What follows belongs to an exercise in optimizing a design on an open flow for small area; a production flow would make more cautious choices.
Where RTL was checked, it was by simulation tests only, not by an equivalence proof against the original.
No functional check of the RTL was part of run 3.
Power figures rest on the tool's default switching activity, not on a simulated workload.

<file path="design/flow/constraint.sdc">
create_clock -name core_clock -period 5.5 [get_ports {clk}]
set_input_delay 1.1000 -clock core_clock [delete_from_list [all_inputs] [get_ports {clk}]]
set_output_delay 1.1000 -clock core_clock [all_outputs]
set_load 0.01 [all_outputs]
</file>
<file path="design/flow/flow/run.sh">
#!/bin/bash
# Layout flow: the standard flow (standard.sh, unchanged synthesis), with two
# changes to how the layout is built:
#  - clock tree synthesis without dummy loads (clock buffers clkbuf_2/clkbuf_4),
#  - port buffers of the smallest buffer cell.
# Each tool's output goes to standard.log here (ORFS's own logs are under orfs/logs).
set -euo pipefail
bash standard.sh \
  CTS_ARGS="-sink_clustering_enable -repair_clock_nets -dont_use_dummy_load -sink_clustering_size 20 -sink_clustering_max_diameter 60 -buf_list {sky130_fd_sc_hd__clkbuf_2 sky130_fd_sc_hd__clkbuf_4}" \
  BUFFER_PORTS_ARGS="-buffer_cell sky130_fd_sc_hd__buf_1" \
  finish > standard.log 2>&1
</file>
<file path="design/flow/standard.sh">
#!/bin/bash
# synth_recipe.tcl (not shown) runs the flow's synth.tcl, then flattens the netlist and writes it again
# the make line also repeats each setting of config.mk as NAME=value (left out here)
make -C /OpenROAD-flow-scripts/flow DESIGN_CONFIG=/design/flow/config.mk WORK_HOME=/design/flow/orfs CLKGATE_MAP_FILE= SYNTH_SCRIPT=/design/flow/synth_recipe.tcl "${@:-finish}"
</file>
<file path="design/flow/config.mk">
export PLATFORM = sky130hd
export DESIGN_NAME = filtro_fir
export DESIGN_NICKNAME = filtro_fir
export VERILOG_FILES = /design/flow/design.v
export SDC_FILE = /design/flow/constraint.sdc
export NUM_CORES = 4
export LEC_CHECK = 0
export CAP_MARGIN = 20
export CORE_MARGIN = 2
export CORE_UTILIZATION = 55
export CTS_BUF_LIST = sky130_fd_sc_hd__clkbuf_2 sky130_fd_sc_hd__clkbuf_4
export CTS_CLUSTER_DIAMETER = 60
export CTS_CLUSTER_SIZE = 20
export SLEW_MARGIN = 20
export SYNTH_HIERARCHICAL = 1
export SYNTH_MINIMUM_KEEP_SIZE = 0
</file>
<file path="design/flow/design.v">
module SatTruncFP
  #(
    parameter	NB_XI  	= 20,
    parameter	NBF_XI	= 12,
    parameter	NB_XO	= 8,
    parameter	NBF_XO	= 6
    )
   (
    input [(NB_XI)-1:0]  i_data,
    output [(NB_XO)-1:0] o_data
    );
   localparam	NBI_XI	=	NB_XI	-	NBF_XI;
   localparam	NBI_XO	=	NB_XO	-	NBF_XO;
   wire [NB_XO-1:0] 	 aux_Sat;
   wire [NBF_XO-1:0] 	 aux_trunc;
   wire 		 condicion;
   wire [NB_XO-1:0] 	 resultado1;
   wire [NB_XO-1:0] 	 resultado2;
	generate
	   if (NBF_XI >= NBF_XO)
	     begin
		assign	aux_trunc = i_data[(NBF_XI-1):(NBF_XI - NBF_XO)];
	     end
	   else
	     begin
		assign	aux_trunc = {i_data[NBF_XI-1:0],{(NBF_XO - NBF_XI){1'b0}}};
	     end
	   if (NBI_XI > NBI_XO)
	     begin
		assign	condicion		=	(i_data[(NB_XI-2)-:(NBI_XI-NBI_XO)] == {(NBI_XI-NBI_XO){i_data[NB_XI-1]}});
		assign	resultado1		=	{i_data[(NB_XI-1)],{(NB_XO-1){~i_data[(NB_XI-1)]}}};
		assign	resultado2		=	{i_data[(NB_XI-1)],i_data[NBF_XI +:NBI_XO-1],aux_trunc};
		assign	aux_Sat			=	condicion	?	resultado2	:	resultado1;
	     end
	   else
	     begin
		if (NBI_XO == NBI_XI)
                  assign  aux_Sat = {i_data[(NB_XI-1)-:NBI_XI],aux_trunc};
		else
		  assign  aux_Sat	= {{(NBI_XO - NBI_XI){i_data[NB_XI-1]}},i_data[(NB_XI-1)-:NBI_XI],aux_trunc};
	     end
	endgenerate
   assign	o_data=aux_Sat;
endmodule
module filtro_fir
  #(
    parameter WW_INPUT  = 8,
    parameter WW_OUTPUT = 8
    )
   (
    input                         clk,
    input                         i_en,
    input                         i_srst,
    input  signed [ WW_INPUT-1:0] i_data,
    output signed [WW_OUTPUT-1:0] o_data
    );
  reg  [7:0] d1;  wire [7:0] dn1;
  reg  [7:0] d2;  wire [7:0] dn2;
  reg  [7:0] d3;  wire [7:0] dn3;
  reg  [7:0] d4;  wire [7:0] dn4;
  reg  [7:0] d5;  wire [7:0] dn5;
  reg  [7:0] d6;  wire [7:0] dn6;
  reg  [7:0] d7;  wire [7:0] dn7;
  reg  [7:0] d8;  wire [7:0] dn8;
  reg  [7:0] d9;  wire [7:0] dn9;
  reg  [7:0] d10;  wire [7:0] dn10;
  reg  [7:0] d11;  wire [7:0] dn11;
  reg  [7:0] d12;  wire [7:0] dn12;
  reg  [7:0] d13;  wire [7:0] dn13;
  reg  [7:0] d14;  wire [7:0] dn14;
  wire ld = i_en & ~i_srst;     
  wire hd = ~i_en & ~i_srst;    
  wire hs = ~ld;                
  wire ls = ~hd;                
  wire f266 = ~i_data[0];
  fir_dl_k1 u_dl1_0 (.hs(hs), .ls(ls), .a(f266), .q(d1[0]), .n(dn1[0]));
  wire f267 = ~i_data[1];
  fir_dl_k1 u_dl1_1 (.hs(hs), .ls(ls), .a(f267), .q(d1[1]), .n(dn1[1]));
  wire f268 = ~i_data[2];
  fir_dl_k1 u_dl1_2 (.hs(hs), .ls(ls), .a(f268), .q(d1[2]), .n(dn1[2]));
  wire f269 = ~i_data[3];
  fir_dl_k1 u_dl1_3 (.hs(hs), .ls(ls), .a(f269), .q(d1[3]), .n(dn1[3]));
  wire f270 = ~i_data[4];
  fir_dl_k1 u_dl1_4 (.hs(hs), .ls(ls), .a(f270), .q(d1[4]), .n(dn1[4]));
  wire f271 = ~i_data[5];
  fir_dl_k1 u_dl1_5 (.hs(hs), .ls(ls), .a(f271), .q(d1[5]), .n(dn1[5]));
  wire f272 = ~i_data[6];
  fir_dl_k1 u_dl1_6 (.hs(hs), .ls(ls), .a(f272), .q(d1[6]), .n(dn1[6]));
  fir_dl_k0 u_dl1_7 (.ld(ld), .hd(hd), .a(i_data[7]), .q(d1[7]), .n(dn1[7]));
  fir_dl_k1 u_dl2_0 (.hs(hs), .ls(ls), .a(d1[0]), .q(d2[0]), .n(dn2[0]));
  fir_dl_k1 u_dl2_1 (.hs(hs), .ls(ls), .a(d1[1]), .q(d2[1]), .n(dn2[1]));
  fir_dl_k1 u_dl2_2 (.hs(hs), .ls(ls), .a(d1[2]), .q(d2[2]), .n(dn2[2]));
  fir_dl_k1 u_dl2_3 (.hs(hs), .ls(ls), .a(d1[3]), .q(d2[3]), .n(dn2[3]));
  fir_dl_k1 u_dl2_4 (.hs(hs), .ls(ls), .a(d1[4]), .q(d2[4]), .n(dn2[4]));
  fir_dl_k1 u_dl2_5 (.hs(hs), .ls(ls), .a(d1[5]), .q(d2[5]), .n(dn2[5]));
  fir_dl_k1 u_dl2_6 (.hs(hs), .ls(ls), .a(d1[6]), .q(d2[6]), .n(dn2[6]));
  fir_dl_k0 u_dl2_7 (.ld(ld), .hd(hd), .a(d1[7]), .q(d2[7]), .n(dn2[7]));
  fir_dl_k1 u_dl3_0 (.hs(hs), .ls(ls), .a(d2[0]), .q(d3[0]), .n(dn3[0]));
  fir_dl_k1 u_dl3_1 (.hs(hs), .ls(ls), .a(d2[1]), .q(d3[1]), .n(dn3[1]));
  fir_dl_k1 u_dl3_2 (.hs(hs), .ls(ls), .a(d2[2]), .q(d3[2]), .n(dn3[2]));
  fir_dl_k1 u_dl3_3 (.hs(hs), .ls(ls), .a(d2[3]), .q(d3[3]), .n(dn3[3]));
  fir_dl_k1 u_dl3_4 (.hs(hs), .ls(ls), .a(d2[4]), .q(d3[4]), .n(dn3[4]));
  fir_dl_k1 u_dl3_5 (.hs(hs), .ls(ls), .a(d2[5]), .q(d3[5]), .n(dn3[5]));
  fir_dl_k1 u_dl3_6 (.hs(hs), .ls(ls), .a(d2[6]), .q(d3[6]), .n(dn3[6]));
  fir_dl_k0 u_dl3_7 (.ld(ld), .hd(hd), .a(d2[7]), .q(d3[7]), .n(dn3[7]));
  wire f273 = ~d3[0];
  fir_dl_k0 u_dl4_0 (.ld(ld), .hd(hd), .a(f273), .q(d4[0]), .n(dn4[0]));
  wire f274 = ~d3[1];
  fir_dl_k0 u_dl4_1 (.ld(ld), .hd(hd), .a(f274), .q(d4[1]), .n(dn4[1]));
  wire f275 = ~d3[2];
  fir_dl_k0 u_dl4_2 (.ld(ld), .hd(hd), .a(f275), .q(d4[2]), .n(dn4[2]));
  wire f276 = ~d3[3];
  fir_dl_k0 u_dl4_3 (.ld(ld), .hd(hd), .a(f276), .q(d4[3]), .n(dn4[3]));
  wire f277 = ~d3[4];
  fir_dl_k0 u_dl4_4 (.ld(ld), .hd(hd), .a(f277), .q(d4[4]), .n(dn4[4]));
  wire f278 = ~d3[5];
  fir_dl_k0 u_dl4_5 (.ld(ld), .hd(hd), .a(f278), .q(d4[5]), .n(dn4[5]));
  wire f279 = ~d3[6];
  fir_dl_k0 u_dl4_6 (.ld(ld), .hd(hd), .a(f279), .q(d4[6]), .n(dn4[6]));
  wire f280 = ~d3[7];
  fir_dl_k1 u_dl4_7 (.hs(hs), .ls(ls), .a(f280), .q(d4[7]), .n(dn4[7]));
  fir_dl_k0 u_dl5_0 (.ld(ld), .hd(hd), .a(d4[0]), .q(d5[0]), .n(dn5[0]));
  fir_dl_k0 u_dl5_1 (.ld(ld), .hd(hd), .a(d4[1]), .q(d5[1]), .n(dn5[1]));
  fir_dl_k0 u_dl5_2 (.ld(ld), .hd(hd), .a(d4[2]), .q(d5[2]), .n(dn5[2]));
  fir_dl_k0 u_dl5_3 (.ld(ld), .hd(hd), .a(d4[3]), .q(d5[3]), .n(dn5[3]));
  fir_dl_k0 u_dl5_4 (.ld(ld), .hd(hd), .a(d4[4]), .q(d5[4]), .n(dn5[4]));
  fir_dl_k0 u_dl5_5 (.ld(ld), .hd(hd), .a(d4[5]), .q(d5[5]), .n(dn5[5]));
  fir_dl_k0 u_dl5_6 (.ld(ld), .hd(hd), .a(d4[6]), .q(d5[6]), .n(dn5[6]));
  fir_dl_k1 u_dl5_7 (.hs(hs), .ls(ls), .a(d4[7]), .q(d5[7]), .n(dn5[7]));
  fir_dl_k0 u_dl6_0 (.ld(ld), .hd(hd), .a(d5[0]), .q(d6[0]), .n(dn6[0]));
  fir_dl_k0 u_dl6_1 (.ld(ld), .hd(hd), .a(d5[1]), .q(d6[1]), .n(dn6[1]));
  fir_dl_k0 u_dl6_2 (.ld(ld), .hd(hd), .a(d5[2]), .q(d6[2]), .n(dn6[2]));
  fir_dl_k0 u_dl6_3 (.ld(ld), .hd(hd), .a(d5[3]), .q(d6[3]), .n(dn6[3]));
  fir_dl_k0 u_dl6_4 (.ld(ld), .hd(hd), .a(d5[4]), .q(d6[4]), .n(dn6[4]));
  fir_dl_k0 u_dl6_5 (.ld(ld), .hd(hd), .a(d5[5]), .q(d6[5]), .n(dn6[5]));
  fir_dl_k0 u_dl6_6 (.ld(ld), .hd(hd), .a(d5[6]), .q(d6[6]), .n(dn6[6]));
  fir_dl_k1 u_dl6_7 (.hs(hs), .ls(ls), .a(d5[7]), .q(d6[7]), .n(dn6[7]));
  fir_dl_k0 u_dl7_0 (.ld(ld), .hd(hd), .a(d6[0]), .q(d7[0]), .n(dn7[0]));
  fir_dl_k0 u_dl7_1 (.ld(ld), .hd(hd), .a(d6[1]), .q(d7[1]), .n(dn7[1]));
  fir_dl_k0 u_dl7_2 (.ld(ld), .hd(hd), .a(d6[2]), .q(d7[2]), .n(dn7[2]));
  fir_dl_k0 u_dl7_3 (.ld(ld), .hd(hd), .a(d6[3]), .q(d7[3]), .n(dn7[3]));
  fir_dl_k0 u_dl7_4 (.ld(ld), .hd(hd), .a(d6[4]), .q(d7[4]), .n(dn7[4]));
  fir_dl_k0 u_dl7_5 (.ld(ld), .hd(hd), .a(d6[5]), .q(d7[5]), .n(dn7[5]));
  fir_dl_k0 u_dl7_6 (.ld(ld), .hd(hd), .a(d6[6]), .q(d7[6]), .n(dn7[6]));
  fir_dl_k1 u_dl7_7 (.hs(hs), .ls(ls), .a(d6[7]), .q(d7[7]), .n(dn7[7]));
  fir_dl_k0 u_dl8_0 (.ld(ld), .hd(hd), .a(d7[0]), .q(d8[0]), .n(dn8[0]));
  fir_dl_k0 u_dl8_1 (.ld(ld), .hd(hd), .a(d7[1]), .q(d8[1]), .n(dn8[1]));
  fir_dl_k0 u_dl8_2 (.ld(ld), .hd(hd), .a(d7[2]), .q(d8[2]), .n(dn8[2]));
  fir_dl_k0 u_dl8_3 (.ld(ld), .hd(hd), .a(d7[3]), .q(d8[3]), .n(dn8[3]));
  fir_dl_k0 u_dl8_4 (.ld(ld), .hd(hd), .a(d7[4]), .q(d8[4]), .n(dn8[4]));
  fir_dl_k0 u_dl8_5 (.ld(ld), .hd(hd), .a(d7[5]), .q(d8[5]), .n(dn8[5]));
  fir_dl_k0 u_dl8_6 (.ld(ld), .hd(hd), .a(d7[6]), .q(d8[6]), .n(dn8[6]));
  fir_dl_k1 u_dl8_7 (.hs(hs), .ls(ls), .a(d7[7]), .q(d8[7]), .n(dn8[7]));
  fir_dl_k0 u_dl9_0 (.ld(ld), .hd(hd), .a(d8[0]), .q(d9[0]), .n(dn9[0]));
  fir_dl_k0 u_dl9_1 (.ld(ld), .hd(hd), .a(d8[1]), .q(d9[1]), .n(dn9[1]));
  fir_dl_k0 u_dl9_2 (.ld(ld), .hd(hd), .a(d8[2]), .q(d9[2]), .n(dn9[2]));
  fir_dl_k0 u_dl9_3 (.ld(ld), .hd(hd), .a(d8[3]), .q(d9[3]), .n(dn9[3]));
  fir_dl_k0 u_dl9_4 (.ld(ld), .hd(hd), .a(d8[4]), .q(d9[4]), .n(dn9[4]));
  fir_dl_k0 u_dl9_5 (.ld(ld), .hd(hd), .a(d8[5]), .q(d9[5]), .n(dn9[5]));
  fir_dl_k0 u_dl9_6 (.ld(ld), .hd(hd), .a(d8[6]), .q(d9[6]), .n(dn9[6]));
  fir_dl_k1 u_dl9_7 (.hs(hs), .ls(ls), .a(d8[7]), .q(d9[7]), .n(dn9[7]));
  fir_dl_k0 u_dl10_0 (.ld(ld), .hd(hd), .a(d9[0]), .q(d10[0]), .n(dn10[0]));
  fir_dl_k0 u_dl10_1 (.ld(ld), .hd(hd), .a(d9[1]), .q(d10[1]), .n(dn10[1]));
  fir_dl_k0 u_dl10_2 (.ld(ld), .hd(hd), .a(d9[2]), .q(d10[2]), .n(dn10[2]));
  fir_dl_k0 u_dl10_3 (.ld(ld), .hd(hd), .a(d9[3]), .q(d10[3]), .n(dn10[3]));
  fir_dl_k0 u_dl10_4 (.ld(ld), .hd(hd), .a(d9[4]), .q(d10[4]), .n(dn10[4]));
  fir_dl_k0 u_dl10_5 (.ld(ld), .hd(hd), .a(d9[5]), .q(d10[5]), .n(dn10[5]));
  fir_dl_k0 u_dl10_6 (.ld(ld), .hd(hd), .a(d9[6]), .q(d10[6]), .n(dn10[6]));
  fir_dl_k1 u_dl10_7 (.hs(hs), .ls(ls), .a(d9[7]), .q(d10[7]), .n(dn10[7]));
  fir_dl_k0 u_dl11_0 (.ld(ld), .hd(hd), .a(d10[0]), .q(d11[0]), .n(dn11[0]));
  fir_dl_k0 u_dl11_1 (.ld(ld), .hd(hd), .a(d10[1]), .q(d11[1]), .n(dn11[1]));
  fir_dl_k0 u_dl11_2 (.ld(ld), .hd(hd), .a(d10[2]), .q(d11[2]), .n(dn11[2]));
  fir_dl_k0 u_dl11_3 (.ld(ld), .hd(hd), .a(d10[3]), .q(d11[3]), .n(dn11[3]));
  fir_dl_k0 u_dl11_4 (.ld(ld), .hd(hd), .a(d10[4]), .q(d11[4]), .n(dn11[4]));
  fir_dl_k0 u_dl11_5 (.ld(ld), .hd(hd), .a(d10[5]), .q(d11[5]), .n(dn11[5]));
  fir_dl_k0 u_dl11_6 (.ld(ld), .hd(hd), .a(d10[6]), .q(d11[6]), .n(dn11[6]));
  fir_dl_k1 u_dl11_7 (.hs(hs), .ls(ls), .a(d10[7]), .q(d11[7]), .n(dn11[7]));
  wire f281 = ~d11[0];
  fir_dl_k1 u_dl12_0 (.hs(hs), .ls(ls), .a(f281), .q(d12[0]), .n(dn12[0]));
  wire f282 = ~d11[1];
  fir_dl_k1 u_dl12_1 (.hs(hs), .ls(ls), .a(f282), .q(d12[1]), .n(dn12[1]));
  wire f283 = ~d11[2];
  fir_dl_k1 u_dl12_2 (.hs(hs), .ls(ls), .a(f283), .q(d12[2]), .n(dn12[2]));
  wire f284 = ~d11[3];
  fir_dl_k1 u_dl12_3 (.hs(hs), .ls(ls), .a(f284), .q(d12[3]), .n(dn12[3]));
  wire f285 = ~d11[4];
  fir_dl_k1 u_dl12_4 (.hs(hs), .ls(ls), .a(f285), .q(d12[4]), .n(dn12[4]));
  wire f286 = ~d11[5];
  fir_dl_k1 u_dl12_5 (.hs(hs), .ls(ls), .a(f286), .q(d12[5]), .n(dn12[5]));
  wire f287 = ~d11[6];
  fir_dl_k1 u_dl12_6 (.hs(hs), .ls(ls), .a(f287), .q(d12[6]), .n(dn12[6]));
  wire f288 = ~d11[7];
  fir_dl_k0 u_dl12_7 (.ld(ld), .hd(hd), .a(f288), .q(d12[7]), .n(dn12[7]));
  fir_dl_k1 u_dl13_0 (.hs(hs), .ls(ls), .a(d12[0]), .q(d13[0]), .n(dn13[0]));
  fir_dl_k1 u_dl13_1 (.hs(hs), .ls(ls), .a(d12[1]), .q(d13[1]), .n(dn13[1]));
  fir_dl_k1 u_dl13_2 (.hs(hs), .ls(ls), .a(d12[2]), .q(d13[2]), .n(dn13[2]));
  fir_dl_k1 u_dl13_3 (.hs(hs), .ls(ls), .a(d12[3]), .q(d13[3]), .n(dn13[3]));
  fir_dl_k1 u_dl13_4 (.hs(hs), .ls(ls), .a(d12[4]), .q(d13[4]), .n(dn13[4]));
  fir_dl_k1 u_dl13_5 (.hs(hs), .ls(ls), .a(d12[5]), .q(d13[5]), .n(dn13[5]));
  fir_dl_k1 u_dl13_6 (.hs(hs), .ls(ls), .a(d12[6]), .q(d13[6]), .n(dn13[6]));
  fir_dl_k0 u_dl13_7 (.ld(ld), .hd(hd), .a(d12[7]), .q(d13[7]), .n(dn13[7]));
  fir_dl_k1 u_dl14_0 (.hs(hs), .ls(ls), .a(d13[0]), .q(d14[0]), .n(dn14[0]));
  fir_dl_k1 u_dl14_1 (.hs(hs), .ls(ls), .a(d13[1]), .q(d14[1]), .n(dn14[1]));
  fir_dl_k1 u_dl14_2 (.hs(hs), .ls(ls), .a(d13[2]), .q(d14[2]), .n(dn14[2]));
  fir_dl_k1 u_dl14_3 (.hs(hs), .ls(ls), .a(d13[3]), .q(d14[3]), .n(dn14[3]));
  fir_dl_k1 u_dl14_4 (.hs(hs), .ls(ls), .a(d13[4]), .q(d14[4]), .n(dn14[4]));
  fir_dl_k1 u_dl14_5 (.hs(hs), .ls(ls), .a(d13[5]), .q(d14[5]), .n(dn14[5]));
  fir_dl_k1 u_dl14_6 (.hs(hs), .ls(ls), .a(d13[6]), .q(d14[6]), .n(dn14[6]));
  fir_dl_k0 u_dl14_7 (.ld(ld), .hd(hd), .a(d13[7]), .q(d14[7]), .n(dn14[7]));
  always @(posedge clk) begin
    d1 <= dn1;
    d2 <= dn2;
    d3 <= dn3;
    d4 <= dn4;
    d5 <= dn5;
    d6 <= dn6;
    d7 <= dn7;
    d8 <= dn8;
    d9 <= dn9;
    d10 <= dn10;
    d11 <= dn11;
    d12 <= dn12;
    d13 <= dn13;
    d14 <= dn14;
  end
  wire s1, c2;
  fir_ha u_s1 (.a(d4[0]), .b(d10[0]), .s(s1), .co(c2));
  wire s3, c4;
  fir_fa u_s3 (.a(d4[1]), .b(d10[1]), .c(c2), .s(s3), .co(c4));
  wire s5, c6;
  fir_fa u_s5 (.a(d4[2]), .b(d10[2]), .c(c4), .s(s5), .co(c6));
  wire s7, c8;
  fir_fa u_s7 (.a(d4[3]), .b(d10[3]), .c(c6), .s(s7), .co(c8));
  wire s9, c10;
  fir_fa u_s9 (.a(d4[4]), .b(d10[4]), .c(c8), .s(s9), .co(c10));
  wire s11, c12;
  fir_fa u_s11 (.a(d4[5]), .b(d10[5]), .c(c10), .s(s11), .co(c12));
  wire s13, c14;
  fir_fa u_s13 (.a(d4[6]), .b(d10[6]), .c(c12), .s(s13), .co(c14));
  wire s15, c16;
  fir_fa u_s15 (.a(d4[7]), .b(d10[7]), .c(c14), .s(s15), .co(c16));
  wire s17, c18;
  fir_ha u_s17 (.a(d6[0]), .b(d8[0]), .s(s17), .co(c18));
  wire s19, c20;
  fir_fa u_s19 (.a(d6[1]), .b(d8[1]), .c(c18), .s(s19), .co(c20));
  wire s21, c22;
  fir_fa u_s21 (.a(d6[2]), .b(d8[2]), .c(c20), .s(s21), .co(c22));
  wire s23, c24;
  fir_fa u_s23 (.a(d6[3]), .b(d8[3]), .c(c22), .s(s23), .co(c24));
  wire s25, c26;
  fir_fa u_s25 (.a(d6[4]), .b(d8[4]), .c(c24), .s(s25), .co(c26));
  wire s27, c28;
  fir_fa u_s27 (.a(d6[5]), .b(d8[5]), .c(c26), .s(s27), .co(c28));
  wire s29, c30;
  fir_fa u_s29 (.a(d6[6]), .b(d8[6]), .c(c28), .s(s29), .co(c30));
  wire s31, c32;
  fir_fa u_s31 (.a(d6[7]), .b(d8[7]), .c(c30), .s(s31), .co(c32));
  wire s33, c34;
  fir_fa u_s33 (.a(d12[0]), .b(d13[0]), .c(d14[0]), .s(s33), .co(c34));
  wire s35, c36;
  fir_fa u_s35 (.a(d1[0]), .b(d2[0]), .c(s1), .s(s35), .co(c36));
  wire s37, c38;
  fir_fa u_s37 (.a(s17), .b(s33), .c(s35), .s(s37), .co(c38));
  wire s39, c40;
  fir_fa u_s39 (.a(d12[1]), .b(d13[1]), .c(d14[1]), .s(s39), .co(c40));
  wire s41, c42;
  fir_xnor u_s41 (.a(d1[1]), .b(d2[1]), .y(s41));
  fir_or u_c42 (.a(d1[1]), .b(d2[1]), .y(c42));
  wire s43, c44;
  fir_fa u_s43 (.a(s1), .b(s41), .c(c34), .s(s43), .co(c44));
  wire s45, c46;
  fir_fa u_s45 (.a(s39), .b(c36), .c(s19), .s(s45), .co(c46));
  wire s47, c48;
  fir_fa u_s47 (.a(s3), .b(s43), .c(c38), .s(s47), .co(c48));
  wire i49 = ~i_data[1];
  wire s50, c51;
  fir_fa u_s50 (.a(i49), .b(s45), .c(s47), .s(s50), .co(c51));
  wire s52, c53;
  fir_fa u_s52 (.a(d12[2]), .b(d13[2]), .c(d14[2]), .s(s52), .co(c53));
  wire s54, c55;
  fir_xnor u_s54 (.a(d1[2]), .b(d2[2]), .y(s54));
  fir_or u_c55 (.a(d1[2]), .b(d2[2]), .y(c55));
  wire s56, c57;
  fir_fa u_s56 (.a(c42), .b(s17), .c(s54), .s(s56), .co(c57));
  wire s58, c59;
  fir_fa u_s58 (.a(c40), .b(s52), .c(c44), .s(s58), .co(c59));
  wire s60, c61;
  fir_fa u_s60 (.a(s3), .b(s56), .c(c46), .s(s60), .co(c61));
  wire s62, c63;
  fir_fa u_s62 (.a(s21), .b(s5), .c(s58), .s(s62), .co(c63));
  wire s64, c65;
  fir_fa u_s64 (.a(c48), .b(s60), .c(s62), .s(s64), .co(c65));
  wire i66 = ~i_data[2];
  wire s67, c68;
  fir_fa u_s67 (.a(i66), .b(c51), .c(s64), .s(s67), .co(c68));
  wire s69, c70;
  fir_fa u_s69 (.a(d12[3]), .b(d13[3]), .c(d14[3]), .s(s69), .co(c70));
  wire s71, c72;
  fir_fa u_s71 (.a(d1[3]), .b(d2[3]), .c(d5[0]), .s(s71), .co(c72));
  wire s73, c74;
  fir_fa u_s73 (.a(d9[0]), .b(c55), .c(s17), .s(s73), .co(c74));
  wire s75, c76;
  fir_fa u_s75 (.a(c53), .b(s69), .c(s71), .s(s75), .co(c76));
  wire s77, c78;
  fir_fa u_s77 (.a(c57), .b(s19), .c(s73), .s(s77), .co(c78));
  wire s79, c80;
  fir_fa u_s79 (.a(s75), .b(c59), .c(s5), .s(s79), .co(c80));
  wire s81, c82;
  fir_fa u_s81 (.a(s77), .b(c61), .c(s23), .s(s81), .co(c82));
  wire s83, c84;
  fir_fa u_s83 (.a(s7), .b(c63), .c(s79), .s(s83), .co(c84));
  wire s85, c86;
  fir_fa u_s85 (.a(s81), .b(c65), .c(s83), .s(s85), .co(c86));
  wire i87 = ~i_data[3];
  wire s88, c89;
  fir_fa u_s88 (.a(i87), .b(c68), .c(s85), .s(s88), .co(c89));
  wire s90, c91;
  fir_fa u_s90 (.a(d12[4]), .b(d13[4]), .c(d14[4]), .s(s90), .co(c91));
  wire s92, c93;
  fir_fa u_s92 (.a(d1[4]), .b(d2[4]), .c(d5[1]), .s(s92), .co(c93));
  wire s94, c95;
  fir_fa u_s94 (.a(d7[0]), .b(d9[1]), .c(c70), .s(s94), .co(c95));
  wire s96, c97;
  fir_fa u_s96 (.a(c72), .b(s90), .c(s92), .s(s96), .co(c97));
  wire s98, c99;
  fir_fa u_s98 (.a(c74), .b(s19), .c(c76), .s(s98), .co(c99));
  wire s100, c101;
  fir_fa u_s100 (.a(s94), .b(s96), .c(c78), .s(s100), .co(c101));
  wire s102, c103;
  fir_fa u_s102 (.a(s21), .b(s98), .c(c80), .s(s102), .co(c103));
  wire s104, c105;
  fir_fa u_s104 (.a(s7), .b(s100), .c(c82), .s(s104), .co(c105));
  wire s106, c107;
  fir_fa u_s106 (.a(s25), .b(s9), .c(c84), .s(s106), .co(c107));
  wire s108, c109;
  fir_fa u_s108 (.a(s102), .b(s104), .c(c86), .s(s108), .co(c109));
  wire s110, c111;
  fir_fa u_s110 (.a(s106), .b(c89), .c(s108), .s(s110), .co(c111));
  wire s112, c113;
  fir_fa u_s112 (.a(d12[5]), .b(d13[5]), .c(d14[5]), .s(s112), .co(c113));
  wire s114, c115;
  fir_fa u_s114 (.a(d1[5]), .b(d2[5]), .c(d5[2]), .s(s114), .co(c115));
  wire s116, c117;
  fir_fa u_s116 (.a(d7[1]), .b(d9[2]), .c(c91), .s(s116), .co(c117));
  wire s118, c119;
  fir_fa u_s118 (.a(c93), .b(s112), .c(s114), .s(s118), .co(c119));
  wire s120, c121;
  fir_fa u_s120 (.a(c95), .b(c97), .c(s116), .s(s120), .co(c121));
  wire s122, c123;
  fir_fa u_s122 (.a(s118), .b(s21), .c(c99), .s(s122), .co(c123));
  wire s124, c125;
  fir_fa u_s124 (.a(s120), .b(c101), .c(s23), .s(s124), .co(c125));
  wire s126, c127;
  fir_fa u_s126 (.a(s122), .b(c103), .c(s9), .s(s126), .co(c127));
  wire s128, c129;
  fir_fa u_s128 (.a(s124), .b(c105), .c(s11), .s(s128), .co(c129));
  wire s130, c131;
  fir_fa u_s130 (.a(s27), .b(c107), .c(s126), .s(s130), .co(c131));
  wire s132, c133;
  fir_fa u_s132 (.a(s128), .b(c109), .c(s130), .s(s132), .co(c133));
  wire i134 = ~i_data[5];
  wire s135, c136;
  fir_fa u_s135 (.a(i134), .b(s132), .c(c111), .s(s135), .co(c136));
  wire s137, c138;
  fir_fa u_s137 (.a(d12[6]), .b(d13[6]), .c(d14[6]), .s(s137), .co(c138));
  wire s139, c140;
  fir_fa u_s139 (.a(d1[6]), .b(d2[6]), .c(d5[3]), .s(s139), .co(c140));
  wire s141, c142;
  fir_fa u_s141 (.a(d7[2]), .b(d9[3]), .c(c113), .s(s141), .co(c142));
  wire s143, c144;
  fir_fa u_s143 (.a(c115), .b(s137), .c(s139), .s(s143), .co(c144));
  wire s145, c146;
  fir_fa u_s145 (.a(c117), .b(c119), .c(s141), .s(s145), .co(c146));
  wire s147, c148;
  fir_fa u_s147 (.a(s143), .b(c121), .c(s145), .s(s147), .co(c148));
  wire s149, c150;
  fir_fa u_s149 (.a(s23), .b(c123), .c(s147), .s(s149), .co(c150));
  wire s151, c152;
  fir_fa u_s151 (.a(c125), .b(s25), .c(s149), .s(s151), .co(c152));
  wire s153, c154;
  fir_fa u_s153 (.a(c127), .b(s11), .c(s151), .s(s153), .co(c154));
  wire s155, c156;
  fir_fa u_s155 (.a(c129), .b(s13), .c(s29), .s(s155), .co(c156));
  wire s157, c158;
  fir_fa u_s157 (.a(c131), .b(s153), .c(s155), .s(s157), .co(c158));
  wire s159, c160;
  fir_fa u_s159 (.a(c133), .b(s157), .c(c136), .s(s159), .co(c160));
  wire s161, c162;
  fir_fa u_s161 (.a(d12[7]), .b(d13[7]), .c(d14[7]), .s(s161), .co(c162));
  wire s163, c164;
  fir_fa u_s163 (.a(d1[7]), .b(d2[7]), .c(d5[4]), .s(s163), .co(c164));
  wire s165, c166;
  fir_fa u_s165 (.a(d7[3]), .b(d9[4]), .c(c138), .s(s165), .co(c166));
  wire s167, c168;
  fir_fa u_s167 (.a(c140), .b(s161), .c(s163), .s(s167), .co(c168));
  wire s169, c170;
  fir_fa u_s169 (.a(c142), .b(c144), .c(s165), .s(s169), .co(c170));
  wire s171, c172;
  fir_fa u_s171 (.a(s167), .b(i_data[7]), .c(c146), .s(s171), .co(c172));
  wire s173, c174;
  fir_fa u_s173 (.a(s169), .b(c148), .c(s171), .s(s173), .co(c174));
  wire s175, c176;
  fir_fa u_s175 (.a(s25), .b(c150), .c(s173), .s(s175), .co(c176));
  wire s177, c178;
  fir_fa u_s177 (.a(s27), .b(c152), .c(s175), .s(s177), .co(c178));
  wire s179, c180;
  fir_fa u_s179 (.a(s13), .b(c154), .c(s177), .s(s179), .co(c180));
  wire s181, c182;
  fir_fa u_s181 (.a(c156), .b(s15), .c(s31), .s(s181), .co(c182));
  wire s183, c184;
  fir_fa u_s183 (.a(s179), .b(s181), .c(c158), .s(s183), .co(c184));
  wire s185, c186;
  fir_fa u_s185 (.a(d5[5]), .b(d7[4]), .c(d9[5]), .s(s185), .co(c186));
  wire s187, c188;
  fir_fa u_s187 (.a(c162), .b(c164), .c(s185), .s(s187), .co(c188));
  wire s189, c190;
  fir_fa u_s189 (.a(c166), .b(c168), .c(s187), .s(s189), .co(c190));
  wire s191, c192;
  fir_fa u_s191 (.a(c170), .b(s189), .c(c172), .s(s191), .co(c192));
  wire s193, c194;
  fir_fa u_s193 (.a(c174), .b(s191), .c(s27), .s(s193), .co(c194));
  wire s195, c196;
  fir_fa u_s195 (.a(c176), .b(s29), .c(s193), .s(s195), .co(c196));
  wire s197, c198;
  fir_fa u_s197 (.a(c178), .b(c16), .c(c32), .s(s197), .co(c198));
  wire s199, c200;
  fir_fa u_s199 (.a(s15), .b(s195), .c(c180), .s(s199), .co(c200));
  wire s201, c202;
  fir_xnor u_s201 (.a(s197), .b(c182), .y(s201));
  fir_or u_c202 (.a(s197), .b(c182), .y(c202));
  wire s203, c204;
  fir_fa u_s203 (.a(s201), .b(s199), .c(c184), .s(s203), .co(c204));
  wire s205, c206;
  fir_fa u_s205 (.a(d5[6]), .b(d7[5]), .c(d9[6]), .s(s205), .co(c206));
  wire s207, c208;
  fir_fa u_s207 (.a(c186), .b(s205), .c(c188), .s(s207), .co(c208));
  wire s209, c210;
  fir_fa u_s209 (.a(c190), .b(s207), .c(c192), .s(s209), .co(c210));
  wire s211, c212;
  fir_fa u_s211 (.a(s209), .b(c194), .c(s29), .s(s211), .co(c212));
  wire s213, c214;
  fir_fa u_s213 (.a(c16), .b(s31), .c(c196), .s(s213), .co(c214));
  wire s215, c216;
  fir_fa u_s215 (.a(s211), .b(c198), .c(s213), .s(s215), .co(c216));
  wire s217, c218;
  fir_fa u_s217 (.a(c202), .b(c200), .c(s215), .s(s217), .co(c218));
  wire s219, c220;
  fir_fa u_s219 (.a(d5[7]), .b(d7[6]), .c(d9[7]), .s(s219), .co(c220));
  wire s221, c222;
  fir_xnor u_s221 (.a(c206), .b(s219), .y(s221));
  fir_or u_c222 (.a(c206), .b(s219), .y(c222));
  wire s223, c224;
  fir_fa u_s223 (.a(s221), .b(c208), .c(c210), .s(s223), .co(c224));
  wire s225, c226;
  fir_fa u_s225 (.a(s223), .b(c32), .c(c212), .s(s225), .co(c226));
  wire s227, c228;
  fir_fa u_s227 (.a(s31), .b(s225), .c(c214), .s(s227), .co(c228));
  wire s229, c230;
  fir_ha u_s229 (.a(c216), .b(s227), .s(s229), .co(c230));
  wire s231, c232;
  fir_xnor u_s231 (.a(d7[7]), .b(c220), .y(s231));
  fir_or u_c232 (.a(d7[7]), .b(c220), .y(c232));
  wire s233, c234;
  fir_fa u_s233 (.a(s231), .b(c222), .c(c224), .s(s233), .co(c234));
  wire s235, c236;
  fir_fa u_s235 (.a(c32), .b(s233), .c(c226), .s(s235), .co(c236));
  wire s237, c238;
  fir_fa u_s237 (.a(c228), .b(s235), .c(c230), .s(s237), .co(c238));
  wire s239, c240;
  fir_xnor u_s239 (.a(c232), .b(c234), .y(s239));
  fir_or u_c240 (.a(c232), .b(c234), .y(c240));
  wire s241, c242;
  fir_ha u_s241 (.a(s239), .b(c236), .s(s241), .co(c242));
  wire c243 = ~i_data[0] & s37;
  wire c244 = s50 & c243;
  wire c245 = s67 & c244;
  wire c246 = s88 & c245;
  wire c247;
  fir_maj u_c247 (.a(~i_data[4]), .b(s110), .c(c246), .y(c247));
  wire c248 = s135 & c247;
  reg  r1r0_6;
  reg  r1r1_6;
  reg  r1r0_7;
  reg  r1r1_7;
  reg  r1r0_8;
  reg  r1r0_9;
  reg  r1r1_9;
  reg  r1r0_10;
  reg  r1r1_10;
  reg  r1r0_11;
  reg  r1r0_12;
  reg  r1r1_12;
  reg  r1r0_13;
  reg  r1r1_13;
  reg  r1c;
  always @(posedge clk) begin
    r1r0_6 <= ~i_data[6];
    r1r1_6 <= s159;
    r1r0_7 <= s183;
    r1r1_7 <= c160;
    r1r0_8 <= s203;
    r1r0_9 <= c204;
    r1r1_9 <= s217;
    r1r0_10 <= s229;
    r1r1_10 <= c218;
    r1r0_11 <= s237;
    r1r0_12 <= s241;
    r1r1_12 <= c238;
    r1r0_13 <= c240;
    r1r1_13 <= c242;
    r1c <= c248;
  end
  wire s249, c250;
  fir_fa u_s249 (.a(r1r0_6), .b(r1r1_6), .c(r1c), .s(s249), .co(c250));
  wire s251, c252;
  fir_fa u_s251 (.a(r1r0_7), .b(r1r1_7), .c(c250), .s(s251), .co(c252));
  wire s253, c254;
  fir_ha u_s253 (.a(r1r0_8), .b(c252), .s(s253), .co(c254));
  wire s255, c256;
  fir_fa u_s255 (.a(r1r0_9), .b(r1r1_9), .c(c254), .s(s255), .co(c256));
  wire s257, c258;
  fir_fa u_s257 (.a(r1r0_10), .b(r1r1_10), .c(c256), .s(s257), .co(c258));
  wire s259, c260;
  fir_ha u_s259 (.a(r1r0_11), .b(c258), .s(s259), .co(c260));
  wire s261, c262;
  fir_fa u_s261 (.a(r1r0_12), .b(r1r1_12), .c(c260), .s(s261), .co(c262));
  wire s263, c264;
  fir_fa u_s263 (.a(r1r0_13), .b(r1r1_13), .c(c262), .s(s263), .co(c264));
  wire i265 = ~c264;
  wire [8:0] q = {i265, s263, s261, s259, s257, s255, s253, s251, s249};
  wire [7:0] sat;
  SatTruncFP #(.NB_XI(9), .NBF_XI(6), .NB_XO(8), .NBF_XO(6))
    u_sat (.i_data(q), .o_data(sat));
  reg  [7:0] r2, r3;
  always @(posedge clk) begin
    r2 <= sat;
    r3 <= r2;
  end
  assign o_data = r3;
endmodule
module fir_fa (input a, input b, input c, output s, output co);
  assign s  = a ^ b ^ c;
  assign co = (a & b) | (c & (a ^ b));
endmodule
module fir_ha (input a, input b, output s, output co);
  assign s  = a ^ b;
  assign co = a & b;
endmodule
module fir_maj (input a, input b, input c, output y);
  assign y = (a & b) | (c & (a | b));
endmodule
module fir_xnor (input a, input b, output y);
  assign y = ~(a ^ b);
endmodule
module fir_or (input a, input b, output y);
  assign y = a | b;
endmodule
module fir_dl_k0 (input ld, input hd, input a, input q, output n);   
  assign n = (ld & a) | (hd & q);
endmodule
module fir_dl_k1 (input hs, input ls, input a, input q, output n);   
  assign n = (a | hs) & (q | ls);
endmodule
</file>
==> results.txt, run 1 <==
Arr. time, crit path: 5580 ps
Synth area leaders: dfxtp_1 (44%), fa_1 (35%), a22o_1 (8.3%)
worst-path fanout max: 3
critical path class: reg -> reg
worst hold start: r2[1]
Die H: 113 um
I/O Pins: 19
global placer's final weighted congestion: 0.741
final std cells w/o fill: 621
final setup fails: 0
beginning of the worst register-to-register path: d13[5]
cts bufs inserted: 17
final worst slack: 332 ps
GR met3 Demand/Resource: 5.46%
Remaining Overflow, GRT: 0
Syn Nets: 575
Yosys Warn Count: 7
Compound-Gate Fraction of Synth Area: 15.5%
biggest area consumer among synthesized cells: dfxtp_1
Total Nets Final: 612
post-synthesis xor/xnor area fraction: 0.800%
Die ar.: 12800 um^2
Synth top cells by count: dfxtp_1 (143), fa_1 (115), a22o_1 (62), o22a_1 (50), inv_1 (25)
Most used DFF post-synth: dfxtp_1
initial antenna violation count: 0
GR met1 Demand/Resource: 27.7%
Routed Antenna Nets: 0
worst slack, placed: 285 ps
Initial Util: 57.0%
CP Launch Type: flop
Worst EP required: 5910 ps
P&R area growth vs syn: 5.98%
Most Crowded Layer GR: met2
number of global-route vias before repair: 3758
DRT iter0 DRCs: 151
status: complete, no violations
fraction of registers with async set/reset: 0%
Clock Latency Late Sink: 530 ps
final WL: 11.2 mm
Power Dens Cells: 312 nW/um^2
FF+latch count, synth: 143
clk_skew: 35.0 ps
Total GRT Usage: 19.8%
std cell rows: 39
Post-Syn Area: 6570 um^2
vias per cell: 5.61
Period minus WS final: 5170 ps
Worst setup EP type: flop
drt pass-1 iters: 4
Synth Instances: 443
Synth Area in Simple Gates: 1.96%
Max-slew headroom: 27.7%
drt drc: 0
number of synthesized flops with an enable pin: 0
Sink Count: 143
Pwr Total: 2.17 mW
Post-Route Setup TNS: 0 ps
period utilization: 94.0%
crit path launch: d13[5]
register area share after synthesis: 43.6%
core area: 11500 um^2
DR vias: 3485
die width: 113 um
hpwl dp: 8.31 mm
ant diodes: 0
crit-path leading delay family: adder cells
Worst Hold Class: reg -> reg
share of cells above drive strength 1: 5.23%
largest net degree at the start of global routing: 63
top-count cell post-synth: dfxtp_1
maximum clock path buffer count: 2
Port Buf Inserts: 18
portion of netlist area occupied by mux cells: 0%
Synth cell types: 21
first-pass GRT wire length: 19.2 mm
Mean Syn Cell Area: 14.8 um^2
RSZ-0062 raised after global routing: false
leakage dissipation: 2.75 nW
worst path cell trace: fa_1, fa_1, fa_1, fa_1, fa_1, fa_1, fa_1, fa_1, fa_1, ha_1, fa_1
Post-Synth Adder-Cell Area: 36.4%
H-tree levels: 4
clock tree from TritonCTS: built
Max IR drop VDD: 0.150 mV
slew of the pin with the lowest slew margin: 1080 ps
max_cap viols: 0
slowest stage delay, CP: 530 ps
main combinational cell family by area after synthesis: adder cells
Slowest-stage cell, CP: fa_1
clock root buffer: clkbuf_4
CP bufs+invs: 0
# hold bufs at CTS: 0
routed wire length per instance: 18.0 um
CP dominant cell by count: fa_1
fmax: 0.194 GHz
met2 Track Usage GR: 30.8%
area share of the largest cell type after synthesis: 43.6%
Final Hold Fails: 0
Max Slew Vio Count: 0
post-placement cell count: 603
post-CTS setup buffer count: 0
PostCTS Resize Cnt: 0
CTS clk-pin slew, worst paths: 120 ps
-- cells by family (layout without fill, tap and decap cells) --
kind of cell	count (synthesis)	after routing
AO/OA/AOI/OAI	119	119
XOR/XNOR	6	6
adder cells (fa/ha/maj)	122	122
buffers and inverters	28	63
flip-flops	143	143
AND/OR/NAND/NOR	25	25
-- registers in the layout, summed over array words and instances (netlist names), 8 cells and up --
| name | flops |
|---|---|
| d1 | 8 |
| d4 | 8 |
| d9 | 8 |
| d13 | 8 |
| d6 | 8 |
| d14 | 8 |
| d10 | 8 |
| d5 | 8 |
| d12 | 8 |
| r3 | 8 |
| d7 | 8 |
| d3 | 8 |
| r2 | 8 |
| d8 | 8 |
| d2 | 8 |
| d11 | 8 |
-- layout by cell type, fill, tap and decap left out, drive strengths merged --
| cell | count |
|---|---|
| inv | 26 |
| nand2 | 7 |
| o21ai | 7 |
| xnor2 | 6 |
| a22o | 62 |
| o22a | 50 |
| clkbuf | 17 |
| maj3 | 1 |
| ha | 6 |
| fa | 115 |
| nor2 | 7 |
| buf | 20 |
| and2 | 1 |
| nand3 | 1 |
| nand2b | 1 |
| dfxtp | 143 |
| or2 | 7 |
| nor3b | 1 |
-- worst register-to-register path, delay by kind of cell, from the launching register on --
kind,cells,cell delay [ps]
DFF,1,400
adders and majority gates,11,4650
-- metrics by stage --
stage	hold WS, ps	instance area (um^2)	util (%)
after floorplan	310	6570	-
after global placement	310	6800	59.1
after detailed placement	312	6800	59.1
after CTS	299	6930	60.2
after global routing	302	6960	60.4
final	303	6960	60.4
-- final timing paths --
kind | slack [ps] | end | depth (start not counted)
setup reg to reg | 330 | r1r0_11 | 11
setup / recovery | 330 | r1r0_11 | 11
hold reg to reg | 300 | r3[1] | 0
hold / removal | 300 | r3[1] | 0
-- per-module statistics from Yosys, one instance, submodules excluded, a selection --
module      area, um^2  copies in the design  cells  flops+latches
filtro_fir        3000                     1    174            143
fir_ha            12.5                     6      1              0
fir_maj           11.3                     1      1              0
fir_xnor          8.76                     6      1              0
fir_dl_k0         8.76                    62      1              0
fir_or            6.26                     6      1              0
-- cell type report --
| cell class | count | area [um^2] |
|---|---|---|
| Fill cell | 946 | 4560 |
| Multi-Input combinational cell | 272 | 3590 |
| Sequential cell | 143 | 2860 |
| Tap cell | 143 | 179 |
| Clock buffer | 17 | 128 |
| Timing Repair Buffer | 20 | 103 |
| Inverter | 26 | 97.6 |
-- layer usage --
metal	part of all wire, %	routed length (um)	up-vias
met5	0	0	-
met4	1.0	112	0
met3	3.0	335	8
met2	48	5360	37
met1	48	5380	1809
li1	-	-	1631
-- where the power goes --
group          switching (mW)  internal, mW  leakage (nW)
registers              0.0344          1.14          1.17
logic                   0.301         0.249          1.51
clock network           0.303         0.141        0.0782
==> run 2, diff against run 1 <==
==> design/flow/flow/run.sh (replaced) <==
#!/bin/bash
# Layout flow: the standard flow (standard.sh, unchanged synthesis), with two
# changes to how the layout is built:
#  - clock tree synthesis without dummy loads (clock buffers clkbuf_2/clkbuf_4),
#  - port buffers of the smallest buffer cell.
# Each tool's output goes to standard.log here (ORFS's own logs are under orfs/logs).
set -euo pipefail
bash standard.sh \
  CTS_ARGS="-sink_clustering_enable -repair_clock_nets -dont_use_dummy_load -sink_clustering_size 30 -sink_clustering_max_diameter 100 -buf_list {sky130_fd_sc_hd__clkbuf_2 sky130_fd_sc_hd__clkbuf_4}" \
  BUFFER_PORTS_ARGS="-buffer_cell sky130_fd_sc_hd__buf_1" \
  finish > standard.log 2>&1
==> run 2 against run 1 <==
Compared with the run above:
- sequential share of layout area unchanged
- non-clock buffer count unchanged
- clock-buffer cell count unchanged
- flip-flop and latch count unchanged
- largest power group unchanged
==> results.txt, run 2 <==
Die ar.: 12800 um^2 (unchanged)
Max IR drop VDD: 0.150 mV (unchanged)
biggest area consumer among synthesized cells: dfxtp_1 (unchanged)
fmax: 0.194 GHz (unchanged)
beginning of the worst register-to-register path: d13[5] (unchanged)
Max Slew Vio Count: 0 (unchanged)
Most used DFF post-synth: dfxtp_1 (unchanged)
Total GRT Usage: 19.8% (unchanged)
final setup fails: 0 (unchanged)
drt drc: 0 (unchanged)
routed wire length per instance: 18.0 um (unchanged)
Synth top cells by count: dfxtp_1 (143), fa_1 (115), a22o_1 (62), o22a_1 (50), inv_1 (25) (unchanged)
drt pass-1 iters: 4 (unchanged)
Total Nets Final: 612 (unchanged)
r2r setup slk: 330 ps (about the same)
most common cell after layout, fill and taps aside: dfxtp_1 (unchanged)
clock tree from TritonCTS: built (unchanged)
maximum clock path buffer count: 2 (unchanged)
global placer's final weighted congestion: 0.741 (unchanged)
Arr. time, crit path: 5580 ps (about the same)
Period minus WS final: 5170 ps (unchanged)
Post-Route Setup TNS: 0 ps (unchanged)
Synth Instances: 443 (unchanged)
std cell rows: 39 (unchanged)
leakage dissipation: 2.75 nW (unchanged)
# hold bufs at CTS: 0 (unchanged)
core area: 11500 um^2 (unchanged)
DRT iter0 DRCs: 151 (unchanged)
CP dominant cell by count: fa_1 (unchanged)
worst hold start: r2[1] (unchanged)
final WL: 11.2 mm (unchanged)
Finished Cell Area: 6960 um^2 (unchanged)
Die H: 113 um (unchanged)
placed inst area: 6800 um^2 (unchanged)
Initial Util: 57.0% (unchanged)
CTS clk-pin slew, worst paths: 120 ps (about the same)
Reg area: 2860 um^2 (unchanged)
hold endpoint: r3[1] (unchanged)
slowest stage delay, CP: 530 ps (about the same)
largest net degree at the start of global routing: 63 (unchanged)
Post-Syn Area: 6570 um^2 (unchanged)
clock root buffer: clkbuf_4 (unchanged)
Worst EP required: 5910 ps (about the same)
number of global-route vias before repair: 3758 (unchanged)
Remaining Overflow, GRT: 0 (unchanged)
utilization after layout: 60.4% (unchanged)
Port Buf Inserts: 18 (unchanged)
FF+latch count, synth: 143 (unchanged)
worst-path fanout max: 3 (unchanged)
worst path cell trace: fa_1, fa_1, fa_1, fa_1, fa_1, fa_1, fa_1, fa_1, fa_1, ha_1, fa_1 (unchanged)
Final Hold Fails: 0 (unchanged)
multi-input logic area: 3590 um^2 (unchanged)
critical path class: reg -> reg (unchanged)
hold path depth: 0 (unchanged)
RSZ-0062 raised after global routing: false (unchanged)
I/O Pins: 19 (unchanged)
Syn Nets: 575 (unchanged)
max_cap viols: 0 (unchanged)
vias per cell: 5.61 (unchanged)
number of fill cells: 946 (unchanged)
Max-slew headroom: 27.7% (unchanged)
CP Launch Type: flop (unchanged)
FF-to-FF path depth: 11 (unchanged)
Mean Syn Cell Area: 14.8 um^2 (unchanged)
Fin Hold WS: 303 ps (unchanged)
Worst setup EP type: flop (unchanged)
post-placement cell count: 603 (unchanged)
share of cells above drive strength 1: 5.23% (unchanged)
Synth cell types: 21 (unchanged)
H-tree levels: 4 (unchanged)
post-CTS setup buffer count: 0 (unchanged)
final std cells w/o fill: 621 (unchanged)
fraction of registers with async set/reset: 0% (unchanged)
die width: 113 um (unchanged)
first-pass GRT wire length: 19.2 mm (unchanged)
period utilization: 94.0% (unchanged)
r2r endpoint: r1r0_11 (unchanged)
Sink Count: 143 (unchanged)
cts bufs inserted: 17 (unchanged)
initial antenna violation count: 0 (unchanged)
top-count cell post-synth: dfxtp_1 (unchanged)
hpwl dp: 8.31 mm (unchanged)
slew of the pin with the lowest slew margin: 1080 ps (unchanged)
most frequent cells in the layout: dfxtp_1 (143), fa_1 (115), a22o_1 (62), o22a_1 (50), inv_1 (24) (unchanged)
Routed Antenna Nets: 0 (unchanged)
Worst Hold Class: reg -> reg (unchanged)
Power Dens Cells: 312 nW/um^2 (unchanged)
Synth area leaders: dfxtp_1 (44%), fa_1 (35%), a22o_1 (8.3%) (unchanged)
status: complete, no violations (unchanged)
Clock Latency Late Sink: 530 ps (about the same)
area share of the largest cell type after synthesis: 43.6% (unchanged)
P&R area growth vs syn: 5.98% (unchanged)
Yosys Warn Count: 7 (unchanged)
number of synthesized flops with an enable pin: 0 (unchanged)
clk_skew: 35.0 ps (unchanged)
Slowest-stage cell, CP: fa_1 (unchanged)
PostCTS Resize Cnt: 0 (unchanged)
register area share after synthesis: 43.6% (unchanged)
DR vias: 3485 (unchanged)
ant diodes: 0 (unchanged)
run 2: cell counts after synthesis:
Identical to the previous run, type by type.
run 2: worst max-delay path, delay by kind of cell, from the launching register on:
family     cells  cell delay (ps)
flops          1              400
fa+ha+maj     11             4650
run 2: final cells by class:
class	count	area share (%)
Inverter	26	1.40
Sequential cell	143	41.1
Tap cell	143	2.57
Multi-Input combinational cell	272	51.6
Clock buffer	17	1.83
Timing Repair Buffer	20	1.47
run 2: worst max path at each step:
stage	startpoint	end	slack, ps	cells after the start
floorplan	d12[5]	r1r0_11	460	11
global placement	d6[0]	r1r0_11	330	12
detailed placement	d6[0]	r1r0_11	290	12
CTS	d6[0]	r1r0_8	300	11
global route	d4[0]	r1r0_8	140	11
finish	d13[5]	r1r0_11	330	11
run 2: kinds of logic (layout without fill, tap and decap cells):
family,Yosys count,in the layout,share of synthesized area (%)
AOI/OAI and AO/OA,119,119,15.5
xor gates and xnor gates,6,6,0.800
adders and majority gates,122,122,36.4
buffers and inverters,28,63,1.77
DFF,143,143,43.6
and+or+nand+nor,25,25,1.96
run 2: stage by stage:
stage	total power [mW]	setup WS, ps
4_1_cts	2.21	297
6_report	2.17	332
2_1_floorplan	1.66	464
5_1_grt	2.35	137
3_3_place_gp	1.75	334
3_5_place_dp	1.77	285
run 2: metal layers:
metal | up-vias | global-route usage, % | part of all wire, %
met2 | 37 | 30.8 | 48
met4 | 0 | 5.61 | 1.0
met1 | 1809 | 27.7 | 48
met3 | 8 | 5.46 | 3.0
li1 | 1631 | - | -
met5 | - | 0 | 0
run 2: report_power, final:
group | switching, mW | internal [mW] | total (mW)
Clock | 0.303 | 0.141 | 0.444
Combinational | 0.301 | 0.249 | 0.550
Sequential | 0.0344 | 1.14 | 1.18
Total | 0.638 | 1.53 | 2.17
run 2: modules after synthesis (local to each module, per instance), a selection:
module	area [um^2]	times used	cells inside	flip-flops and latches
fir_xnor	8.76	6	1	0
fir_or	6.26	6	1	0
fir_dl_k1	8.76	50	1	0
filtro_fir	3000	1	174	143
fir_dl_k0	8.76	62	1	0
fir_fa	20.0	115	1	0
fir_ha	12.5	6	1	0
fir_maj	11.3	1	1	0
==> run 3, diff against run 2 <==
--- a/design/flow/design.v
+++ b/design/flow/design.v
@@ -456,7 +456,7 @@
   wire s227, c228;
   fir_fa u_s227 (.a(s31), .b(s225), .c(c214), .s(s227), .co(c228));
   wire s229, c230;
-  fir_ha u_s229 (.a(c216), .b(s227), .s(s229), .co(c230));
+  fir_fa u_s229 (.a(c216), .b(s227), .c(c218), .s(s229), .co(c230));
   wire s231, c232;
   fir_xnor u_s231 (.a(d7[7]), .b(c220), .y(s231));
   fir_or u_c232 (.a(d7[7]), .b(c220), .y(c232));
@@ -465,12 +465,12 @@
   wire s235, c236;
   fir_fa u_s235 (.a(c32), .b(s233), .c(c226), .s(s235), .co(c236));
   wire s237, c238;
-  fir_fa u_s237 (.a(c228), .b(s235), .c(c230), .s(s237), .co(c238));
+  fir_ha u_s237 (.a(c228), .b(s235), .s(s237), .co(c238));
   wire s239, c240;
   fir_xnor u_s239 (.a(c232), .b(c234), .y(s239));
   fir_or u_c240 (.a(c232), .b(c234), .y(c240));
   wire s241, c242;
-  fir_ha u_s241 (.a(s239), .b(c236), .s(s241), .co(c242));
+  fir_fa u_s241 (.a(s239), .b(c236), .c(c238), .s(s241), .co(c242));
   wire c243 = ~i_data[0] & s37;
   wire c244 = s50 & c243;
   wire c245 = s67 & c244;
@@ -486,10 +486,9 @@
   reg  r1r0_9;
   reg  r1r1_9;
   reg  r1r0_10;
-  reg  r1r1_10;
   reg  r1r0_11;
+  reg  r1r1_11;
   reg  r1r0_12;
-  reg  r1r1_12;
   reg  r1r0_13;
   reg  r1r1_13;
   reg  r1c;
@@ -502,10 +501,9 @@
     r1r0_9 <= c204;
     r1r1_9 <= s217;
     r1r0_10 <= s229;
-    r1r1_10 <= c218;
     r1r0_11 <= s237;
+    r1r1_11 <= c230;
     r1r0_12 <= s241;
-    r1r1_12 <= c238;
     r1r0_13 <= c240;
     r1r1_13 <= c242;
     r1c <= c248;
@@ -519,11 +517,11 @@
   wire s255, c256;
   fir_fa u_s255 (.a(r1r0_9), .b(r1r1_9), .c(c254), .s(s255), .co(c256));
   wire s257, c258;
-  fir_fa u_s257 (.a(r1r0_10), .b(r1r1_10), .c(c256), .s(s257), .co(c258));
+  fir_ha u_s257 (.a(r1r0_10), .b(c256), .s(s257), .co(c258));
   wire s259, c260;
-  fir_ha u_s259 (.a(r1r0_11), .b(c258), .s(s259), .co(c260));
+  fir_fa u_s259 (.a(r1r0_11), .b(r1r1_11), .c(c258), .s(s259), .co(c260));
   wire s261, c262;
-  fir_fa u_s261 (.a(r1r0_12), .b(r1r1_12), .c(c260), .s(s261), .co(c262));
+  fir_ha u_s261 (.a(r1r0_12), .b(c260), .s(s261), .co(c262));
   wire s263, c264;
   fir_fa u_s263 (.a(r1r0_13), .b(r1r1_13), .c(c262), .s(s263), .co(c264));
   wire i265 = ~c264;
==> design/flow/flow/run.sh (replaced) <==
#!/bin/bash
# Layout flow: the standard flow (standard.sh, unchanged synthesis), with two
# changes to how the layout is built:
#  - clock tree synthesis without dummy loads (clock buffers clkbuf_2/clkbuf_4),
#  - port buffers of the smallest buffer cell.
# Each tool's output goes to standard.log here (ORFS's own logs are under orfs/logs).
set -euo pipefail
bash standard.sh \
  CTS_ARGS="-sink_clustering_enable -repair_clock_nets -dont_use_dummy_load -sink_clustering_size 20 -sink_clustering_max_diameter 60 -buf_list {sky130_fd_sc_hd__clkbuf_2 sky130_fd_sc_hd__clkbuf_4}" \
  BUFFER_PORTS_ARGS="-buffer_cell sky130_fd_sc_hd__buf_1" \
  finish > standard.log 2>&1
==> run 3 against run 2 <==
Compared with the run above:
- non-clock buffer count rose by 4
- worst setup slack got worse by 200 ps
- first-iteration DRC count rose by 19%
- global-route usage rose by 0.33 points
- combinational power rose by 2%
- via count fell by 0.40%
- clock-buffer cell count did not move
- largest power group unchanged
==> results.txt, run 3 <==
Routed Antenna Nets: 0 (unchanged)
Arr. time, crit path: 5760 ps (was 5580 ps)
Remaining Overflow, GRT: 0 (unchanged)
top-count cell post-synth: dfxtp_1 (unchanged)
worst slack, placed: 43.7 ps (was 285 ps)
std cell rows: 39 (unchanged)
fraction of registers with async set/reset: 0% (unchanged)
Finished Cell Area: 7000 um^2 (was 6960 um^2)
DR vias: 3471 (was 3485)
number of fill cells: 934 (was 946)
clock root buffer: clkbuf_4 (unchanged)
final WL: 11.6 mm (was 11.2 mm)
Die ar.: 12800 um^2 (about the same)
first-pass GRT wire length: 19.5 mm (was 19.2 mm)
drt pass-1 iters: 4 (unchanged)
switching share of power: 29.4% (about the same)
initial antenna violation count: 0 (unchanged)
Syn Nets: 574 (was 575)
H-tree levels: 4 (unchanged)
most common cell after layout, fill and taps aside: dfxtp_1 (unchanged)
cell-internal power: 1.53 mW (about the same)
period utilization: 97.6% (was 94.0%)
number of global-route vias before repair: 3757 (was 3758)
Reg area: 2850 um^2 (was 2860 um^2)
maximum clock path buffer count: 2 (unchanged)
final setup fails: 0 (unchanged)
post-CTS setup buffer count: 0 (unchanged)
status: complete, no violations (unchanged)
CP Launch Type: flop (unchanged)
Mean Syn Cell Area: 14.8 um^2 (about the same)
Max Slew Vio Count: 0 (unchanged)
Most used DFF post-synth: dfxtp_1 (unchanged)
Die H: 113 um (about the same)
I/O Pins: 19 (unchanged)
Sink Count: 142 (was 143)
most frequent cells in the layout: dfxtp_1 (140), fa_1 (102), a22o_1 (62), o22a_1 (50), inv_1 (24) (was dfxtp_1 (143), fa_1 (115), a22o_1 (62), o22a_1 (50), inv_1 (24))
Final Hold Fails: 0 (unchanged)
DRT iter0 DRCs: 180 (was 151)
vias per cell: 5.56 (was 5.61)
share of cells above drive strength 1: 9.36% (was 5.23%)
worst-path fanout max: 3 (unchanged)
clock tree from TritonCTS: built (unchanged)
register area share after synthesis: 43.4% (was 43.6%)
combinational power share: 25.9% (was 25.3%)
routed wire length per instance: 18.5 um (was 18.0 um)
Total Nets Final: 615 (was 612)
Max IR drop VDD: 0.148 mV (was 0.150 mV)
multi-input logic area: 3640 um^2 (was 3590 um^2)
die width: 113 um (about the same)
utilization after layout: 60.8% (was 60.4%)
Yosys Warn Count: 7 (unchanged)
Power Dens Cells: 310 nW/um^2 (was 312 nW/um^2)
biggest area consumer among synthesized cells: dfxtp_1 (unchanged)
crit path launch: d12[5] (was d13[5])
fmax: 0.186 GHz (was 0.194 GHz)
P&R area growth vs syn: 6.98% (was 5.98%)
FF+latch count, synth: 142 (was 143)
placed inst area: 6820 um^2 (was 6800 um^2)
final worst slack: 131 ps (was 332 ps)
largest net degree at the start of global routing: 63 (unchanged)
core area: 11500 um^2 (unchanged)
Period minus WS final: 5370 ps (was 5170 ps)
leakage dissipation: 2.75 nW (about the same)
Synth area leaders: dfxtp_1 (43%), fa_1 (35%), a22o_1 (8.3%) (was dfxtp_1 (44%), fa_1 (35%), a22o_1 (8.3%))
max_cap viols: 0 (unchanged)
clk_skew: 24.5 ps (was 35.0 ps)
Total GRT Usage: 20.1% (was 19.8%)
drt drc: 0 (unchanged)
Post-Route Setup TNS: 0 ps (unchanged)
Post-Syn Area: 6550 um^2 (was 6570 um^2)
Max-slew headroom: 29.8% (was 27.7%)
Synth top cells by count: dfxtp_1 (142), fa_1 (115), a22o_1 (62), o22a_1 (50), inv_1 (25) (was dfxtp_1 (143), fa_1 (115), a22o_1 (62), o22a_1 (50), inv_1 (25))
beginning of the worst register-to-register path: d12[5] (was d13[5])
CTS clk-pin slew, worst paths: 110 ps (was 120 ps)
Worst Hold Class: reg -> reg (unchanged)
Pwr Total: 2.17 mW (about the same)
Clock Latency Late Sink: 510 ps (was 530 ps)
number of synthesized flops with an enable pin: 0 (unchanged)
ant diodes: 0 (unchanged)
slew of the pin with the lowest slew margin: 1050 ps (was 1080 ps)
RSZ-0062 raised after global routing: true (was false)
clock share of power: 20.1% (was 20.5%)
global placer's final weighted congestion: 0.820 (was 0.741)
area share of the largest cell type after synthesis: 43.4% (was 43.6%)
Initial Util: 56.8% (was 57.0%)
Fin Hold WS: 316 ps (was 303 ps)
Synth Instances: 442 (was 443)
Worst EP required: 5890 ps (was 5910 ps)
hpwl dp: 8.69 mm (was 8.31 mm)
final std cells w/o fill: 624 (was 621)
Psw: 636 uW (was 638 uW)
Worst setup EP type: flop (unchanged)
worst hold start: r2[6] (was r2[1])
critical path class: reg -> reg (unchanged)
Port Buf Inserts: 18 (unchanged)
Synth cell types: 21 (unchanged)
post-placement cell count: 607 (was 603)
Reg power frac: 54.0% (was 54.2%)
cts bufs inserted: 17 (unchanged)
[run 3: Yosys stat by module (local to each module, per instance), excerpt]
module / area [um^2] / cells inside / flops+latches
fir_xnor: 8.76 / 1 / 0
fir_maj: 11.3 / 1 / 0
fir_or: 6.26 / 1 / 0
fir_ha: 12.5 / 1 / 0
fir_dl_k0: 8.76 / 1 / 0
fir_fa: 20.0 / 1 / 0
fir_dl_k1: 8.76 / 1 / 0
filtro_fir: 2980 / 173 / 142
[run 3: power groups by stage]
stage	Sequential, mW	Clock (mW)	Combinational [mW]
floorplan	1.21	0	0.441
finish	1.17	0.436	0.561
global route	1.18	0.496	0.675
CTS	1.17	0.457	0.565
detailed placement	1.20	0	0.563
global placement	1.20	0	0.550
[run 3: final timing paths]
check,endpoint,slack [ps],cells past startpoint
max,r1r0_10,130,11
min,r3[6],320,0
min reg2reg,r3[6],320,0
max reg2reg,r1r0_10,130,11
[run 3: cells by family after synthesis]
kind of cell | count (synthesis) | synth area share, %
buffers and inverters | 28 | 1.78
adder cells (fa/ha/maj) | 122 | 36.5
AND/OR/NAND/NOR | 25 | 1.97
XOR/XNOR | 6 | 0.803
flip-flops | 142 | 43.4
AO/OA/AOI/OAI | 119 | 15.5
[run 3: worst max-delay path, stage by stage (launching register included)]
cell and delay, ps:
dfxtp_2 360, fa_2 400, fa_1 510, fa_2 390
fa_2 590, fa_2 450, fa_2 570, fa_2 440
fa_1 400, fa_2 360, fa_2 360, fa_1 420
[run 3: layout make-up]
type,instances,share of cell area [%]
multi-input combinational,272,52.0
sequential,142,40.6
tap,143,2.56
clock buffer,17,1.82
timing repair buffer,24,1.61
inverter,26,1.41
[run 3: what timing repair did]
action / 4_1_cts / 5_1_grt
gates resized for setup: 0 / 16
endpoints found under the hold margin: 0 / 0
hold buffers: 0 / 0
setup endpoints to repair: 0 / 2
[run 3: layer usage]
layer	wire, um	GRT usage (%)	up-vias
met1	5470	28.0	1781
met5	0	0	-
li1	-	-	1631
met2	5600	31.9	49
met3	351	5.41	10
met4	132	5.37	0

re-timing with driven ports:
How much do the figures lean on ideal ports? The routed layouts below were timed once more, with nothing changed but the port constraints.
Step 1 assumes that a clkbuf_16 drives the clock port and a buf_2 every other input.
Step 2 also shifts input and output timing later by t, the mid clock arrival at the registers, as if the neighbouring blocks saw the same clock.
a / b / c = ideal / step 1 / step 2; a / b = the first two.
run | t (ns) | setup WS [ns] | worst setup path after step 2
run 1 | 0.544 | 0.332 / 0.332 / 0.332 | register to register
run 2 | 0.544 | 0.332 / 0.332 / 0.332 | register to register
run 3 | 0.538 | 0.131 / 0.131 / 0.131 | register to register
After both steps setup and hold are still met in every run listed.
